What follows belongs to an exercise in optimizing a design on an open flow for small area, a short achievable clock period and few clock cycles per item; a production flow would make more cautious choices.
In this exercise RTL edits were held to simulation tests only and were not proved equivalent to the original.
Power is estimated from default activity; no workload was simulated.

File: flow/constraint.sdc
create_clock -name core_clock -period 4.2 [get_ports {clk_i}]
set_input_delay 0.8400 -clock core_clock [delete_from_list [all_inputs] [get_ports {clk_i}]]
set_output_delay 0.8400 -clock core_clock [all_outputs]
set_load 0.01 [all_outputs]
File: flow/design.v
module n_delay #(
    parameter  int unsigned Latency    = 1,
    parameter  int unsigned Width      = 8,
    localparam int unsigned LatencyMin = Latency == 0 ? 1 : Latency
) (
    input  logic                        clk_i,
    input  logic                        en_i,
    input  logic                        rst_ni,
    input  logic [           Width-1:0] data_i,
    output logic [           Width-1:0] data_o,
    output logic [LatencyMin*Width-1:0] buffer_o
);
  logic [(Latency+1)-1:0][Width-1:0] buffer_temp;
  assign buffer_temp[0] = data_i;
  assign data_o = buffer_temp[(Latency+1)-1];
  for (genvar n = 0; n < Latency; n++) begin : gen_buffer
    always_ff @(posedge clk_i)
      if (!rst_ni) buffer_temp[n+1] <= '0;
      else if (en_i) buffer_temp[n+1] <= buffer_temp[n];
  end
  if (Latency == 0) assign buffer_o = data_i;
  else if (Latency == 1) assign buffer_o = buffer_temp[0];
  else assign buffer_o = buffer_temp[Latency-1:0];
endmodule
(* use_dsp = "yes" *)
module integer_multiplier #(
    parameter  int unsigned WidthX  = 4,
    parameter  int unsigned WidthK  = 8,
    parameter  int unsigned Latency = 1,
    localparam int unsigned WidthY  = WidthX + WidthK
) (
    input  logic                     clk_i,
    input  logic                     rst_ni,
    input  logic                     en_i,
    input  logic signed [WidthX-1:0] x_i,
    input  logic signed [WidthK-1:0] k_i,
    output logic signed [WidthY-1:0] y_o
);
  logic signed [WidthY-1:0] temp_mul;
  always_ff @(posedge clk_i)
    if (!rst_ni) temp_mul <= '0;
    else if (en_i) temp_mul <= $signed(x_i) * $signed(k_i);
  n_delay #(
      .Latency(Latency - 1),
      .Width  (WidthY)
  ) i_mac_delay (
      .clk_i   (clk_i),
      .en_i    (en_i),
      .rst_ni  (rst_ni),
      .data_i  (temp_mul),
      .data_o  (y_o),
      .buffer_o()
  );
endmodule
(* use_dsp = "yes" *)
module minifloat_multiplier #(
    parameter  int unsigned ExpWidthX   = 4,
    parameter  int unsigned ExpWidthK   = 4,
    parameter  int unsigned ManWidthX   = 3,
    parameter  int unsigned ManWidthK   = 3,
    parameter  int unsigned Latency     = 1,
    localparam int unsigned WidthX      = 1 + ExpWidthX + ManWidthX,
    localparam int unsigned WidthK      = 1 + ExpWidthK + ManWidthK,
    localparam int unsigned ManWidthMax = ((ManWidthX > ManWidthK) ? ManWidthX : ManWidthK),
    localparam int unsigned ExpWidthMax = ((ExpWidthX > ExpWidthK) ? ExpWidthX : ExpWidthK),
    localparam int unsigned WidthY      = 2 * (ManWidthMax + (2 ** ExpWidthMax))
) (
    input  logic                     clk_i,
    input  logic                     rst_ni,
    input  logic                     en_i,
    input  logic        [WidthX-1:0] x_i,
    input  logic        [WidthK-1:0] k_i,
    output logic signed [WidthY-1:0] y_o
);
  logic sign_x, sign_k;
  logic [ExpWidthX-1:0] exp_x;
  logic [ExpWidthK-1:0] exp_k;
  logic [ManWidthX-1:0] man_x;
  logic [ManWidthK-1:0] man_k;
  logic norm_x, norm_k;
  logic [(ManWidthX+1)-1:0] ext_man_x;   
  logic [(ManWidthK+1)-1:0] ext_man_k;   
  logic signed [(ManWidthX-1)+2:0] signed_man_x;   
  logic signed [(ManWidthK-1)+2:0] signed_man_k;   
  logic signed [WidthY-1:0] fixed_product;
  always_comb begin
    {sign_x, exp_x, man_x} = x_i;
    {sign_k, exp_k, man_k} = k_i;
    {norm_x, norm_k} = {|exp_x, |exp_k};
    ext_man_x = {norm_x, man_x};   
    ext_man_k = {norm_k, man_k};   
    signed_man_x = sign_x ? -ext_man_x : ext_man_x;   
    signed_man_k = sign_k ? -ext_man_k : ext_man_k;   
    fixed_product = ($signed(signed_man_x) * $signed(signed_man_k)) <<
        ($unsigned({1'b0, exp_x} + {1'b0, exp_k}) - $unsigned(norm_x) - $unsigned(norm_k));
  end
  logic signed [WidthY-1:0] temp_mul;
  always_ff @(posedge clk_i) begin
    if (!rst_ni) temp_mul <= '0;
    else if (en_i) temp_mul <= fixed_product;
  end
  n_delay #(
      .Latency(Latency - 1),
      .Width  (WidthY)
  ) i_mac_delay (
      .clk_i   (clk_i),
      .en_i    (en_i),
      .rst_ni  (rst_ni),
      .data_i  (temp_mul),
      .data_o  (y_o),
      .buffer_o()
  );
endmodule
module acc #(
    parameter int unsigned WidthX  = 4,
    parameter int unsigned WidthY  = 16,
    parameter int unsigned Latency = 1
) (
    input  logic                     clk_i,
    input  logic                     rst_ni,
    input  logic                     en_i,
    input  logic                     x_valid_i,
    input  logic                     first_i,
    input  logic signed [WidthX-1:0] x_i,
    output logic signed [WidthY-1:0] y_o
);
  logic signed [WidthY-1:0] temp_acc;
  always_ff @(posedge clk_i)
    if (!rst_ni) temp_acc <= '0;
    else if (en_i && x_valid_i) begin
      temp_acc <= WidthY'($signed(x_i)) + $signed(first_i ? WidthY'(0) : temp_acc);
    end
  n_delay #(
      .Latency(Latency - 1),
      .Width  (WidthY)
  ) i_mac_delay (
      .clk_i   (clk_i),
      .en_i    (en_i),
      .rst_ni  (rst_ni),
      .data_i  (temp_acc),
      .data_o  (y_o),
      .buffer_o()
  );
endmodule
module tri_buffer #(
    parameter int unsigned Width = 8,
    parameter int unsigned Size  = 4
) (
    input  logic                       clk_i,
    input  logic                       rst_ni,
    input  logic                       en_i,
    input  logic [Size-1:0][Width-1:0] x_i,
    output logic [Size-1:0][Width-1:0] y_o
);
  logic signed [Size-1:0][Size-1:0][Width-1:0] buffer;  
  assign buffer[0] = x_i;   
  for (genvar row = 1; row < Size; row++) begin : gen_row   
    for (genvar col = row; col < Size; col++) begin : gen_col   
      always_ff @(posedge clk_i)
        if (!rst_ni) buffer[row][col] <= 0;
        else if (en_i) buffer[row][col] <= buffer[row-1][col];
    end
  end
  for (genvar col = 0; col < Size; col++) begin : gen_output   
    assign y_o[col] = buffer[col][col];   
  end
endmodule
module axis_sa #(
    parameter int unsigned LatencyMul = 1,
    parameter int unsigned LatencyAcc = 1,
    parameter int unsigned Rows = 4,
    parameter int unsigned Cols = 8,
    parameter int unsigned WidthY = 16,   
    parameter int unsigned MacType = 0,   
    parameter int unsigned WidthX = 4,
    parameter int unsigned WidthK = 8,
    parameter int unsigned ExpWidthX = 4,
    parameter int unsigned ExpWidthK = 4,
    parameter int unsigned ManWidthX = 3,
    parameter int unsigned ManWidthK = 3,
    parameter int unsigned WidthM = WidthX + WidthK,   
    localparam int unsigned FpWidthX = 1 + ExpWidthX + ManWidthX,
    localparam int unsigned FpWidthK = 1 + ExpWidthK + ManWidthK,
    localparam int unsigned ManWidthMax = ((ManWidthX > ManWidthK) ? ManWidthX : ManWidthK),
    localparam int unsigned ExpWidthMax = ((ExpWidthX > ExpWidthK) ? ExpWidthX : ExpWidthK),
    localparam int unsigned FpWidthM = 2 * (ManWidthMax + (2 ** ExpWidthMax)),
    localparam int unsigned DiagLen = (Rows + Cols) - 1,
    localparam int unsigned ActualWidthX = (MacType == 0) ? WidthX : FpWidthX,
    localparam int unsigned ActualWidthK = (MacType == 0) ? WidthK : FpWidthK,
    localparam int unsigned ActualWidthM = (MacType == 0) ? WidthY : FpWidthM
) (
    input  logic                              clk_i,
    input  logic                              rst_ni,
    input  logic                              s_valid_i,
    input  logic                              s_last_i,
    input  logic                              m_ready_i,
    output logic                              s_ready_o,
    output logic                              m_valid_o,
    output logic                              m_last_o,
    input  logic [Rows-1:0][ActualWidthX-1:0] sx_data_i,
    input  logic [Cols-1:0][ActualWidthK-1:0] sk_data_i,
    output logic [Rows-1:0][      WidthY-1:0] m_data_o
);
  logic en_mac, en_shift;
  logic [Rows-1:0][ActualWidthX-1:0] xi_delayed;
  logic [Cols-1:0][ActualWidthK-1:0] ki_delayed, sk_reversed;
  logic [Rows-1:0][Cols-1:0][ActualWidthX-1:0] xi;
  logic [Rows-1:0][Cols-1:0][ActualWidthK-1:0] ki;
  logic [Rows-1:0][Cols-1:0][ActualWidthM-1:0] mo;
  logic [Rows-1:0][Cols-1:0][WidthY-1:0] ao, ro;
  logic [DiagLen-1:0] r_valid, r_last, r_copy, r_clear, conflict, a_valid, m_first;
  logic [LatencyMul+LatencyAcc+DiagLen-1:0] valid, vlast;
  assign en_mac   = !(|conflict);  
  assign en_shift = r_valid[DiagLen-1] && m_ready_i;   
  logic busy, s_fire;
  assign s_ready_o = en_mac && !busy;
  assign s_fire = s_valid_i && s_ready_o;
  always_ff @(posedge clk_i)
    if (!rst_ni) busy <= 1'b0;
    else if (s_fire && s_last_i) busy <= 1'b1;
    else if (m_valid_o && m_ready_i && m_last_o) busy <= 1'b0;
  for (genvar c = 0; c < Cols; c++) assign sk_reversed[c] = sk_data_i[Cols-1-c];
  tri_buffer #(
      .Width(ActualWidthX),
      .Size (Rows)
  ) i_tri_x (
      .clk_i (clk_i),
      .rst_ni(rst_ni),
      .en_i  (en_mac),
      .x_i   (sx_data_i),
      .y_o   (xi_delayed)
  );
  tri_buffer #(
      .Width(ActualWidthK),
      .Size (Cols)
  ) i_tri_k (
      .clk_i (clk_i),
      .rst_ni(rst_ni),
      .en_i  (en_mac),
      .x_i   (sk_reversed),
      .y_o   (ki_delayed)
  );
  n_delay #(
      .Latency(LatencyMul + LatencyAcc + DiagLen),
      .Width  (1)
  ) i_valid (
      .clk_i   (clk_i),
      .en_i    (en_mac),
      .rst_ni  (rst_ni),
      .data_i  (s_valid_i && !busy),
      .data_o  (),
      .buffer_o(valid)
  );
  n_delay #(
      .Latency(LatencyMul + LatencyAcc + DiagLen),
      .Width  (1)
  ) i_vlast (
      .clk_i   (clk_i),
      .en_i    (en_mac),
      .rst_ni  (rst_ni),
      .data_i  (s_valid_i && !busy && s_last_i),
      .data_o  (),
      .buffer_o(vlast)
  );
  for (genvar r = 0; r < Rows; r++) begin
    for (genvar c = 0; c < Cols; c++) begin
      if (c == 0) assign xi[r][c] = xi_delayed[r];
      else   
        always_ff @(posedge clk_i)
          if (!rst_ni) xi[r][c] <= '0;
          else if (en_mac) xi[r][c] <= xi[r][c-1];
      if (r == 0) assign ki[r][c] = ki_delayed[c];
      else   
        always_ff @(posedge clk_i)
          if (!rst_ni) ki[r][c] <= '0;
          else if (en_mac) ki[r][c] <= ki[r-1][c];
    end
  end
  for (genvar r = 0; r < Rows; r++) begin : MR
    for (genvar c = 0; c < Cols; c++) begin : MC
      if (MacType == 0) begin
        logic signed [WidthM-1:0] mul_y;
        assign mo[r][c] = ActualWidthM'(mul_y);
        integer_multiplier #(
            .WidthX (WidthX),
            .WidthK (WidthK),
            .Latency(LatencyMul)
        ) MUL (
            .clk_i (clk_i),
            .rst_ni(rst_ni),
            .en_i  (en_mac),
            .x_i   (xi[r][c]),
            .k_i   (ki[r][c]),
            .y_o   (mul_y)
        );
      end else begin
        minifloat_multiplier #(
            .ExpWidthX(ExpWidthX),
            .ExpWidthK(ExpWidthK),
            .ManWidthX(ManWidthX),
            .ManWidthK(ManWidthK),
            .Latency  (LatencyMul)
        ) MUL (
            .clk_i (clk_i),
            .rst_ni(rst_ni),
            .en_i  (en_mac),
            .x_i   (xi[r][c]),
            .k_i   (ki[r][c]),
            .y_o   (mo[r][c])
        );
      end
    end
  end
  for (genvar d = 0; d < DiagLen; d++) begin
    always_ff @(posedge clk_i)
      if (!rst_ni) m_first[d] <= 1'b1;
      else if (valid[LatencyMul+d]) m_first[d] <= vlast[LatencyMul+d];
  end
  for (genvar r = 0; r < Rows; r++) begin : AR
    for (genvar c = 0; c < Cols; c++) begin : AC
      localparam d = (r + c);
      acc #(
          .WidthX (ActualWidthM),
          .WidthY (WidthY),
          .Latency(LatencyAcc)
      ) ACC (
          .clk_i    (clk_i),
          .rst_ni   (rst_ni),
          .en_i     (en_mac),
          .x_valid_i(valid[LatencyMul+d]),
          .first_i  (m_first[d]),
          .x_i      (mo[r][c]),
          .y_o      (ao[r][c])
      );
    end
  end
  for (genvar d = 0; d < DiagLen; d++) begin
    if (d == 0) assign r_last[0] = r_valid[0];
    else
      always_ff @(posedge clk_i)
        if (!rst_ni) r_last[d] <= 0;
        else if (en_shift)
          if ((d >= (Cols - 1)) && m_last_o)
            r_last[d] <= 0;   
          else r_last[d] <= r_last[d-1];   
    always_ff @(posedge clk_i)
      if (!rst_ni) a_valid[d] <= 0;
      else if (en_mac) a_valid[d] <= vlast[LatencyMul+LatencyAcc+d-1];
    assign conflict [d] = a_valid[d]  &&  r_valid[d];  
    assign r_copy   [d] = a_valid[d]  && !r_valid[d];  
    assign r_clear[d] = en_shift && r_last[d];   
    always_ff @(posedge clk_i)
      if (!rst_ni) r_valid[d] <= 0;
      else if ((d >= (Cols - 1)) && en_shift && m_last_o)
        r_valid[d] <= 0;   
      else if (r_copy[d]) r_valid[d] <= 1;
      else if (r_clear[d]) r_valid[d] <= 0;
  end
  for (genvar r = 0; r < Rows; r++) begin
    for (genvar c = 0; c < Cols; c++) begin
      if (c == 0) begin
        always_ff @(posedge clk_i)
          if (!rst_ni) ro[r][0] <= '0;
          else if (r_copy[(r + 0)]) ro[r][0] <= ao[r][0];
      end else begin
        always_ff @(posedge clk_i)
          if (!rst_ni) ro[r][c] <= '0;
          else if (r_copy[(r + c)]) ro[r][c] <= ao[r][c];
          else if (en_shift) ro[r][c] <= ro[r][c-1];
      end
    end
  end
  assign m_valid_o = r_valid[DiagLen-1];
  assign m_last_o  = r_last[Cols-1];
  for (genvar r = 0; r < Rows; r++) assign m_data_o[r] = ro[r][Cols-1];
endmodule
module sa_top (
    input  logic          clk_i,
    input  logic          rst_ni,
    input  logic          s_valid_i,
    input  logic          s_last_i,
    input  logic          m_ready_i,
    output logic          s_ready_o,
    output logic          m_valid_o,
    output logic          m_last_o,
    input  logic [ 15:0]  sx_data_i,
    input  logic [ 63:0]  sk_data_i,
    output logic [ 63:0]  m_data_o
);
  axis_sa #(
      .LatencyMul(1),
      .LatencyAcc(1),
      .Rows      (4),
      .Cols      (8),
      .WidthY    (16),
      .MacType   (0),
      .WidthX    (4),
      .WidthK    (8)
  ) i_sa (
      .clk_i    (clk_i),
      .rst_ni   (rst_ni),
      .s_valid_i(s_valid_i),
      .s_last_i (s_last_i),
      .m_ready_i(m_ready_i),
      .s_ready_o(s_ready_o),
      .m_valid_o(m_valid_o),
      .m_last_o (m_last_o),
      .sx_data_i(sx_data_i),
      .sk_data_i(sk_data_i),
      .m_data_o (m_data_o)
  );
endmodule
File: flow/config.mk
export PLATFORM = sky130hd
export DESIGN_NAME = sa_top
export DESIGN_NICKNAME = sa_top
export VERILOG_FILES = /design/flow/design.v
export SDC_FILE = /design/flow/constraint.sdc
export NUM_CORES = 4
export LEC_CHECK = 0
export CAP_MARGIN = 20
export CORE_MARGIN = 2
export CORE_UTILIZATION = 40
export PLACE_DENSITY = 0.6
export SLEW_MARGIN = 20
File: flow/run.sh
#!/bin/bash
# synth_recipe.tcl (not shown) runs the flow's synth.tcl, then flattens the netlist and writes it again
# the make line also repeats each setting of config.mk as NAME=value (left out here)
make -C /OpenROAD-flow-scripts/flow DESIGN_CONFIG=/design/flow/config.mk WORK_HOME=/design/flow/orfs CLKGATE_MAP_FILE= SYNTH_SCRIPT=/design/flow/synth_recipe.tcl finish
==> results of run 1 <==
## registers in the layout (all words and copies together) (netlist names)
name / count
i_sa.AR.AC.ACC.temp_acc: 512
i_sa.ro: 512
i_sa.MR.MC.genblk1.MUL.temp_mul: 384
i_sa.i_tri_k.buffer: 224
i_sa.ki: 192
i_sa.xi: 112
i_sa.i_tri_x.buffer: 24
i_sa.i_valid.buffer_temp: 11
i_sa.m_first: 11
i_sa.r_valid: 11
i_sa.a_valid: 9
i_sa.r_last: 7
i_sa.i_vlast.buffer_temp: 3
i_sa.busy: 1
## cells in the final DEF, fill, tap and decap left out, types with 135 or more instances in the layout
master and n:
a211oi_1 136, nand2b_1 135, clkdlybuf4s50_1 150, and2_1 615
nand3_1 209, o21ai_0 200, clkbuf_16 232, xnor2_1 515
dfxtp_1 1990, nor3_1 189, nor2b_1 686, a21oi_1 1663
ha_1 1119, fa_1 575, nand2_1 3711, nor2_1 817
inv_1 780, buf_4 405, or3_1 145, a311oi_1 459
## cell families (layout without fill, tap and decap cells)
| family | after synthesis | in the layout | share of synthesized area, % |
|---|---|---|---|
| flops | 2013 | 2013 | 30.7 |
| xor+xnor | 625 | 625 | 4.18 |
| compound gates | 3344 | 3344 | 16.2 |
| fa+ha+maj | 1696 | 1696 | 19.5 |
| simple gates | 6751 | 6751 | 23.4 |
| mux | 58 | 58 | 0.469 |
| buf+inv | 1773 | 1816 | 5.51 |
| other cells | 0 | 4 | 0 |
## worst max-delay path, delay by kind of cell (launching register included)
family	cells	cell delay (ps)
flip-flops	1	390
AO/OA/AOI/OAI	1	420
buffers and inverters	1	560
AND/OR/NAND/NOR	3	870
## area by class of cell
type / instances / area [µm²] / area share, %
flip-flops and latches: 2013 / 40300 / 27.6
clock buffers: 327 / 6670 / 4.57
inverters: 782 / 2940 / 2.01
clock inverters: 95 / 1250 / 0.855
repair buffers: 612 / 5680 / 3.89
well taps: 4346 / 5440 / 3.72
multi-input cells: 12500 / 83800 / 57.3
diodes: 4 / 10.0 / 0.00685
## repair_timing
| action | in CTS | in global routing |
|---|---|---|
| gates resized for setup | 0 | 47 |
| setup buffers | 0 | 0 |
| setup endpoints to repair | 0 | 25 |
## per-layer routing
metal | global-route usage [%] | share of wire [%] | vias up
met3 | 2.07 | 4.4 | 406
met4 | 4.83 | 2.3 | 0
li1 | - | - | 54500
met1 | 30.7 | 49 | 51700
met5 | 0 | 0 | -
met2 | 34.0 | 44 | 1918
## worst paths after layout
path         cells after the start                             start                                        end
min                              2                            rst_ni                            i_sa.m_first[9]
min reg2reg                      2  i_sa.AR[2].AC[2].ACC.temp_acc[8]                               i_sa.ro[296]
max                              5                   i_sa.a_valid[3]                                  s_ready_o
max reg2reg                     15          i_sa.i_tri_k.buffer[144]  i_sa.MR[0].MC[2].genblk1.MUL.temp_mul[11]
## metrics by stage
stage | power [W] | TNS, ps | setup slack (ps)
2_1_floorplan | 0.0215 | 0 | 11.0
3_3_place_gp | 0.0223 | -2290 | -708
3_5_place_dp | 0.0223 | -2130 | -677
4_1_cts | 0.0435 | 0 | 41.3
5_1_grt | 0.0445 | -82.1 | -27.9
6_report | 0.0430 | 0 | 149
## power by group
| part | internal (W) | switching [W] |
|---|---|---|
| combinational | 0.000917 | 0.00138 |
| clock | 0.0124 | 0.00870 |
| sequential | 0.0194 | 0.000265 |
==> impl_summary.txt, run 1 <==
----------------------------------------------------
[Logic synthesis]
  Post-synthesis register bit count ... about 2000
  Cells after synthesis ... 16300
  Synth Flop Type ... dfxtp_1
  YS warnings ... 9
  Top cell types by occurrence after synthesis ... 3719 x nand2_1, 2013 x dfxtp_1, 1690 x a21oi_1, 1120 x ha_1, 817 x nor2_1
  Biggest area consumer among synthesized cells ... dfxtp_1
  Cell area after synthesis ... 131000 µm²
  Proportion of netlist area held by the largest area contributor ... 30.7%
  Most common cell in the netlist ... nand2_1
  Cell variety after synth ... 84
  Synthesized Nets ... about 18000
  Number of enable-type register cells in the synthesized netlist ... 0
  Share of async-settable or async-resettable flops after synthesis ... 0%
  Register area share after synthesis ... 30.7%
  Mean instance size in the synthesized netlist ... approximately 8.1 µm²
  Top cells by area, synth ... dfxtp_1 31%, ha_1 11%, nand2_1 11%, fa_1 8.8%, a21oi_1 6.5%

[Global routing]
  Vias in the first global route ... 103000
  Total global routing track utilization ... 21.2%
  Total congestion overflow after global routing ... 0
  Largest net degree at the start of global routing ... 155
  Number of antenna violations at the first check in global routing ... 8
  Wire length of the first global-routing pass ... 575000 µm

[Timing]
  Final critical-path share of the clock period ... 96.5%
  Setup repair after global routing missed its margin ... yes
  Max-slew violation total from the final report ... 0
  Final critical path time including I/O delays and setup ... 4050 ps
  Setup violation total in the final timing report ... 0
  Final count of hold timing violations ... 0
  Normalized max-slew margin ... 31.1%
  Maximum clock skew at final layout ... just over 100 ps
  Min Hold Slack ... slightly above 300 ps
  Worst-Margin Slew ... 1030 ps
  Highest attainable clock frequency ... 247 MHz

[Floorplan]
  Starting density of the core ... 40.1%
  Chip height ... 576 µm
  Cell row count ... 210
  Die area ... 332000 µm²
  I/O Pins ... 152
  Placeable Area ... 327000 µm²
  Floorplan die width ... 576 µm

[Outcome]
  Result of the run ... complete, no violations

[Clock tree]
  Hold bufs inserted after CTS ... 0
  Clock Pin Slew Worst Setup and Hold Paths ... approximately 60 ps
  Source-to-sink clock delay at the later pin of the worst-skew pair ... ~950 ps
  Root Buffer ... clkbuf_16
  Bufs on Longest Clock Path ... 4
  Clock tree from TritonCTS ... built
  Total clock sinks ... 2013
  H-tree Lvls ... 4
  TritonCTS buffer count ... 231

[Critical path]
  Data required time of the critical path ... 3360 ps
  Highest fanout seen on the critical path ... 6
  Data arrival time of the critical path ... ~3200 ps
  Startpoint type of the worst setup path ... flip-flop
  Critical path capture point type ... output pin
  Crit Path Category ... reg -> out
  Slowest stage cell, crit path ... clkdlybuf4s50_1
  Crit-path max cell delay ... 560 ps
  Worst-case register-to-register setup slack ... 200 ps
  List of cells traversed by the critical path ... a22oi_1, nand2_1, or3_4, nor2_1, clkdlybuf4s50_1

[Final layout]
  Final cell count without fillers ... 20700
  Post-layout nets ... 17900
  Fraction of final layout cells with drive strength greater than 1 ... 6.38%
  Post-Layout Inst Area ... 146000 µm²
  Core Util, Final ... 44.7%
  Syn-to-layout area delta ... 11.4%
  Total of fill cells in the finished design ... 32700

[Routing]
  ANT nets after route ... 0
  Length of the first detailed-routing pass in iterations ... 5
  Average routed wire per standard cell ... around 17 µm
  Starting DRT DRC Count ... 6873
  Total routed wirelength ... 360000 µm
  Detailed-route DRC error count ... 0
  Vias ... 109000
  Average vias per placed instance ... 5.25

[Placement]
  Half-perimeter wire length after placement ... 266000 µm
  Port Buffer Count ... approximately 150
  RD Place Congestion ... 0.873
  # placed instances ... 20200
  Placed inst area ... around 140000 µm²

[Power and ir drop]
  IR drop worst, VDD ... 0.000348 V
  Pleak ... 60.9 nW
  Power Density ... 295 nW/µm²

[Job]
  # Max-Cap Violations ... 0

[Min path]
  Worst min-delay path class ... in -> reg

----------------------------------------------------
Testbench counts, summed over its fixed seeds: cycles 12,893, items 384.
==> inputs of run 2 (changes only) <==
==> flow/design.v (replaced) <==
module sa_top (
    input  logic          clk_i,
    input  logic          rst_ni,
    input  logic          s_valid_i,
    input  logic          s_last_i,
    input  logic          m_ready_i,
    output logic          s_ready_o,
    output logic          m_valid_o,
    output logic          m_last_o,
    input  logic [ 15:0]  sx_data_i,
    input  logic [ 63:0]  sk_data_i,
    output logic [ 63:0]  m_data_o
);
  localparam int R = 4;
  localparam int C = 8;
  logic        m_valid_q, m_last_q;
  logic [63:0] m_data_q;
  wire en = !m_valid_q || m_ready_i;
  logic [15:0] x0;
  logic [63:0] w0;
  logic        v0, l0;
  logic [2:0]  cnt;   
  wire hold = l0 && (cnt != 3'd7);
  wire go0  = v0 && !hold;             
  assign s_ready_o = en && !(v0 && hold);
  always_ff @(posedge clk_i)
    if (s_valid_i && s_ready_o) begin
      x0 <= sx_data_i;
      w0 <= sk_data_i;
      l0 <= s_last_i;
    end
  always_ff @(posedge clk_i)
    if (!rst_ni) v0 <= 1'b0;
    else if (s_ready_o) v0 <= s_valid_i;
  always_ff @(posedge clk_i)
    if (!rst_ni) cnt <= 3'd7;
    else if (en) begin
      if (go0 && l0) cnt <= 3'd0;
      else if (cnt != 3'd7) cnt <= cnt + 3'd1;
    end
  logic [C:1]        vs, ls;
  logic [15:0]       xs [1:C-1];
  logic [7:0]        ws [1:C-1][1:C-1];   
  always_ff @(posedge clk_i)
    if (!rst_ni) vs <= '0;
    else if (en) vs <= {vs[C-1:1], go0};
  always_ff @(posedge clk_i)
    if (en) ls <= {ls[C-1:1], l0};
  for (genvar j = 1; j < C; j++) begin : g_stage
    always_ff @(posedge clk_i)
      if (en) xs[j] <= (j == 1) ? x0 : xs[j-1];
    for (genvar c = j; c < C; c++) begin : g_w
      always_ff @(posedge clk_i)
        if (en) ws[j][c] <= (j == 1) ? w0[8*c +: 8] : ws[j-1][c];
    end
  end
  logic [15:0] acc [C][R];
  logic [C-1:0] fc;   
  for (genvar c = 0; c < C; c++) begin : g_col
    wire        vc = (c == 0) ? go0 : vs[c];
    wire        lc = (c == 0) ? l0 : ls[c];
    wire [15:0] xc = (c == 0) ? x0 : xs[c];
    wire [7:0]  wc = (c == 0) ? w0[7:0] : ws[c][c];
    always_ff @(posedge clk_i)
      if (!rst_ni) fc[c] <= 1'b1;
      else if (en && vc) fc[c] <= lc;
    for (genvar r = 0; r < R; r++) begin : g_row
      wire signed [11:0] p = $signed(xc[4*r +: 4]) * $signed(wc);
      always_ff @(posedge clk_i)
        if (en && vc) acc[c][r] <= (fc[c] ? 16'd0 : acc[c][r]) + {{4{p[11]}}, p};
    end
  end
  wire [C-1:0] sel = vs[C:1] & ls[C:1];
  logic [63:0] omux;
  always_comb begin
    omux = '0;
    for (int c = 0; c < C; c++)
      for (int r = 0; r < R; r++)
        omux[16*r +: 16] = omux[16*r +: 16] | ({16{sel[c]}} & acc[c][r]);
  end
  always_ff @(posedge clk_i)
    if (!rst_ni) m_valid_q <= 1'b0;
    else if (en) m_valid_q <= |sel;
  always_ff @(posedge clk_i)
    if (en) begin
      m_last_q <= sel[C-1];
      m_data_q <= omux;
    end
  assign m_valid_o = m_valid_q;
  assign m_last_o  = m_last_q;
  assign m_data_o  = m_data_q;
endmodule
==> impl_summary.txt, run 2 <==
----------------------------------------------------
[Timing]
  Total negative slack for setup checks ... -185080 ps
  Setup repair after global routing missed its margin ... yes
  Min Hold Slack ... 412 ps
  Normalized max-slew margin ... 30.3%
  Maximum clock skew at final layout ... 38.7 ps
  Final critical-path share of the clock period ... 129%
  Max-slew violation total from the final report ... 0
  Worst-Margin Slew ... 1040 ps
  Highest attainable clock frequency ... 185 MHz
  Final critical path time including I/O delays and setup ... 5420 ps
  Setup violation total in the final timing report ... 300
  Worst Slack Setup Final ... -1220 ps
  Final count of hold timing violations ... 0

[Logic synthesis]
  Synthesized Nets ... 10200
  Register area share after synthesis ... 33.0%
  YS warnings ... 4
  Proportion of netlist area held by the largest area contributor ... about a third
  Number of enable-type register cells in the synthesized netlist ... between 1000 and 1500
  Top cell types by occurrence after synthesis ... 1121 x ha_1, 1002 x edfxtp_1, 707 x nor2b_1, 663 x and2_1, 613 x xnor2_1
  Mean instance size in the synthesized netlist ... 10.9 µm²
  Top cells by area, synth ... edfxtp_1 33%, ha_1 15%, fa_1 12%, xnor2_1 5.8%, nor2b_1 4.8%
  Most common cell in the netlist ... ha_1
  Cell area after synthesis ... 92400 µm²
  Cells after synthesis ... about 8400
  Post-synthesis register bit count ... 1023
  Biggest area consumer among synthesized cells ... edfxtp_1
  Synth Flop Type ... edfxtp_1
  Share of async-settable or async-resettable flops after synthesis ... 0%
  Cell variety after synth ... 92

[Clock tree]
  Clock Pin Slew Worst Setup and Hold Paths ... 60 ps
  H-tree Lvls ... 4
  Total clock sinks ... slightly above 1000
  Bufs on Longest Clock Path ... 3
  Root Buffer ... clkbuf_16
  TritonCTS buffer count ... 135
  Hold bufs inserted after CTS ... 0
  Clock tree from TritonCTS ... built
  Source-to-sink clock delay at the later pin of the worst-skew pair ... 820 ps

[Routing]
  Total routed wirelength ... 311000 µm
  ANT nets after route ... 0
  Length of the first detailed-routing pass in iterations ... 7
  Starting DRT DRC Count ... ~5000
  Vias ... 74300
  Detailed-route DRC error count ... 0
  Average vias per placed instance ... 5.34
  Average routed wire per standard cell ... ~22 µm

[Critical path]
  Startpoint type of the worst setup path ... flip-flop
  Data arrival time of the critical path ... around 6000 ps
  Highest fanout seen on the critical path ... 5
  Data required time of the critical path ... 4750 ps
  Slowest stage cell, crit path ... fa_1
  Crit Path Category ... reg -> reg
  Startpoint of the worst-slack reg-to-reg timing path ... ws[24][0]
  R2R depth ... 23
  List of cells traversed by the critical path ... buf_6, buf_12, buf_6, nand2b_4, fa_1, fa_1, inv_1, fa_2, ha_4, fa_2, a21o_1, a211oi_2, nor2_2, nor2_2, xnor2_2, ha_4, and3_4, nand2_4, nor3_4, o21ai_4, o211a_1, o31ai_2, xnor2_1
  Crit-path max cell delay ... 530 ps
  Worst-case register-to-register setup slack ... -1220 ps
  Reg-to-reg endpoint ... acc[17][15]
  Critical path capture point type ... flip-flop

[Floorplan]
  Cell row count ... 176
  Die area ... 235000 µm²
  Starting density of the core ... about two fifths
  Floorplan die width ... 485 µm
  Placeable Area ... between 200000 and 250000 µm²
  I/O Pins ... approximately 150
  Chip height ... 485 µm

[Placement]
  Port Buffer Count ... roughly 150
  RD Place Congestion ... 0.969
  Half-perimeter wire length after placement ... 244000 µm

[Global routing]
  Total congestion overflow after global routing ... 0
  Wire length of the first global-routing pass ... around 460000 µm
  Vias in the first global route ... 75800
  Total global routing track utilization ... 25.5%
  Largest net degree at the start of global routing ... 111
  Number of antenna violations at the first check in global routing ... 32

[Final layout]
  Fraction of final layout cells with drive strength greater than 1 ... 34.9%
  Biggest registers after layout ... acc x512, ws x224, xs x112
  Syn-to-layout area delta ... 38.1%
  Number of flip-flops under the largest register name ... approximately 500
  Most frequent cells in the layout ... 1964 x buf_4, 1002 x edfxtp_1, 908 x ha_1
  Top reg by flops ... acc
  Most common cell after layout, fill and taps aside ... buf_4
  Post-layout nets ... about 13000

[Power and ir drop]
  IR drop worst, VDD ... 0.000566 V
  Pleak ... roughly 57 nW
  Power Density ... 887 nW/µm²
  Total power consumption of the routed design ... ~0.11 W

[Outcome]
  Result of the run ... finished with violations
  Reasons for failing layout checks ... setup timing

[Min path]
  Min-Delay Endpoint ... ws[2][2]
  Worst min-delay path class ... reg -> reg
  Startpoint of the most critical hold path ... w0[26]
  Number of stages on the worst hold path ... 0

[Job]
  # Max-Cap Violations ... 0

----------------------------------------------------
-- run 2: critical path: cells and delay by family, from the launching register on --
| kind | cells | cell delay [ps] |
|---|---|---|
| adders and majority gates | 6 | 2270 |
| DFF | 1 | 370 |
| AOI/OAI and AO/OA | 5 | 990 |
| buffers and inverters | 4 | 480 |
| xor gates and xnor gates | 2 | 260 |
| and+or+nand+nor | 6 | 800 |
-- run 2: kinds of logic (layout without fill, tap and decap cells) --
logic type / count (synthesis) / in the layout / share of synthesized area (%)
buffers and inverters: 686 / 3088 / 2.84
AND/OR/NAND/NOR: 2450 / 2450 / 14.9
XOR/XNOR: 850 / 850 / 8.50
adder cells (fa/ha/maj): 1697 / 1697 / 27.6
other: 0 / 33 / 0
flip-flops: 1023 / 1023 / 33.0
multiplexers: 54 / 54 / 0.631
AO/OA/AOI/OAI: 1685 / 1685 / 12.5
-- run 2: report_power, final --
group          total [W]  leakage [nW]  internal (W)  switching (W)
clock             0.0118          2.14       0.00688        0.00496
sequential        0.0160          10.0        0.0148        0.00118
combinational     0.0854          44.6        0.0451         0.0403
total              0.113          56.8        0.0669         0.0464
-- run 2: through the flow --
| step | instance area [µm²] | utilization, % | instances | worst slack [ps] |
|---|---|---|---|---|
| after global placement | 114000 | 49.4 | 13400 | -1300 |
| after global routing | 128000 | 55.5 | 13900 | -1400 |
| final | 128000 | 55.5 | 13900 | -1220 |
| after floorplan | 94400 | - | 8445 | -961 |
| after CTS | 121000 | 52.6 | 13700 | -1180 |
| after detailed placement | 114000 | 49.4 | 13400 | -1320 |
-- run 2: cell type report --
| cell class | count | area [µm²] |
|---|---|---|
| diodes | 33 | 82.6 |
| repair buffers | 2347 | 19300 |
| fillers | 19400 | 102000 |
| clock buffers | 164 | 3650 |
| inverters | 498 | 1900 |
| well taps | 3026 | 3790 |
| multi-input cells | 6736 | 67700 |
| clock inverters | 79 | 749 |
| flip-flops and latches | 1023 | 30500 |
-- run 2: worst max path at each step --
stage	from	endpoint	slack (ps)	cells after the start
after floorplan	ws[40][1]	acc[24][14]	-960	19
after global placement	ws[40][0]	acc[26][15]	-1300	21
after detailed placement	ws[40][0]	acc[26][15]	-1320	21
after CTS	ws[48][0]	acc[30][15]	-1180	23
after global routing	ws[48][2]	acc[31][15]	-1400	24
final	ws[24][0]	acc[17][15]	-1220	23
-- run 2: timing repair --
item / 4_1_cts / 5_1_grt
gates cloned: 1 / 1
pin swaps: 411 / 706
endpoints found under the setup margin: 306 / 314
gates resized for setup: 370 / 1065
setup buffers: 127 / 188
-- run 2: layer usage --
| metal | global-route usage, % | up-vias | part of all wire (%) |
|---|---|---|---|
| met2 | 40.7 | 1919 | 46 |
| met3 | 3.75 | 494 | 5.9 |
| met5 | 0 | - | 0 |
| li1 | - | 34700 | - |
| met4 | 10.7 | 0 | 4.9 |
| met1 | 34.6 | 37200 | 43 |
Testbench counts of run 2, summed over its fixed seeds: cycles 5,480, items 384.

==> what the ideal ports hide <==
The results above use ideal ports. As a check the final layouts listed here were re-extracted and re-timed, cells and wires unchanged.
Step 1, drivers: a clkbuf_16 drives clk_i and a buf_2 each remaining input, both assumed.
Step 2 moves the port delays by t, midway between the first and last clock arrival at a register: inputs arrive t later, outputs are due t later. That takes back most of the time a late clock gives input paths.
Three values: no drivers, after step 1, after step 2; two values: the first two.
run | t, ns | setup WS [ns] | hold WS [ns] | pins driven straight from the clock port
run 1 | 1.000 | 0.149 / 0.046 / -0.640 | 0.302 / 0.236 / 0.425 | 1
run 2 | 0.889 | -1.217 / -1.217 / -1.217 | 0.412 / 0.412 / 0.412 | 1
Met with ideal ports but missed after step 2: setup timing in run 1. The setup slack of run 1, which loses most, moves by -0.103 ns with the drivers and by -0.789 ns with both steps.
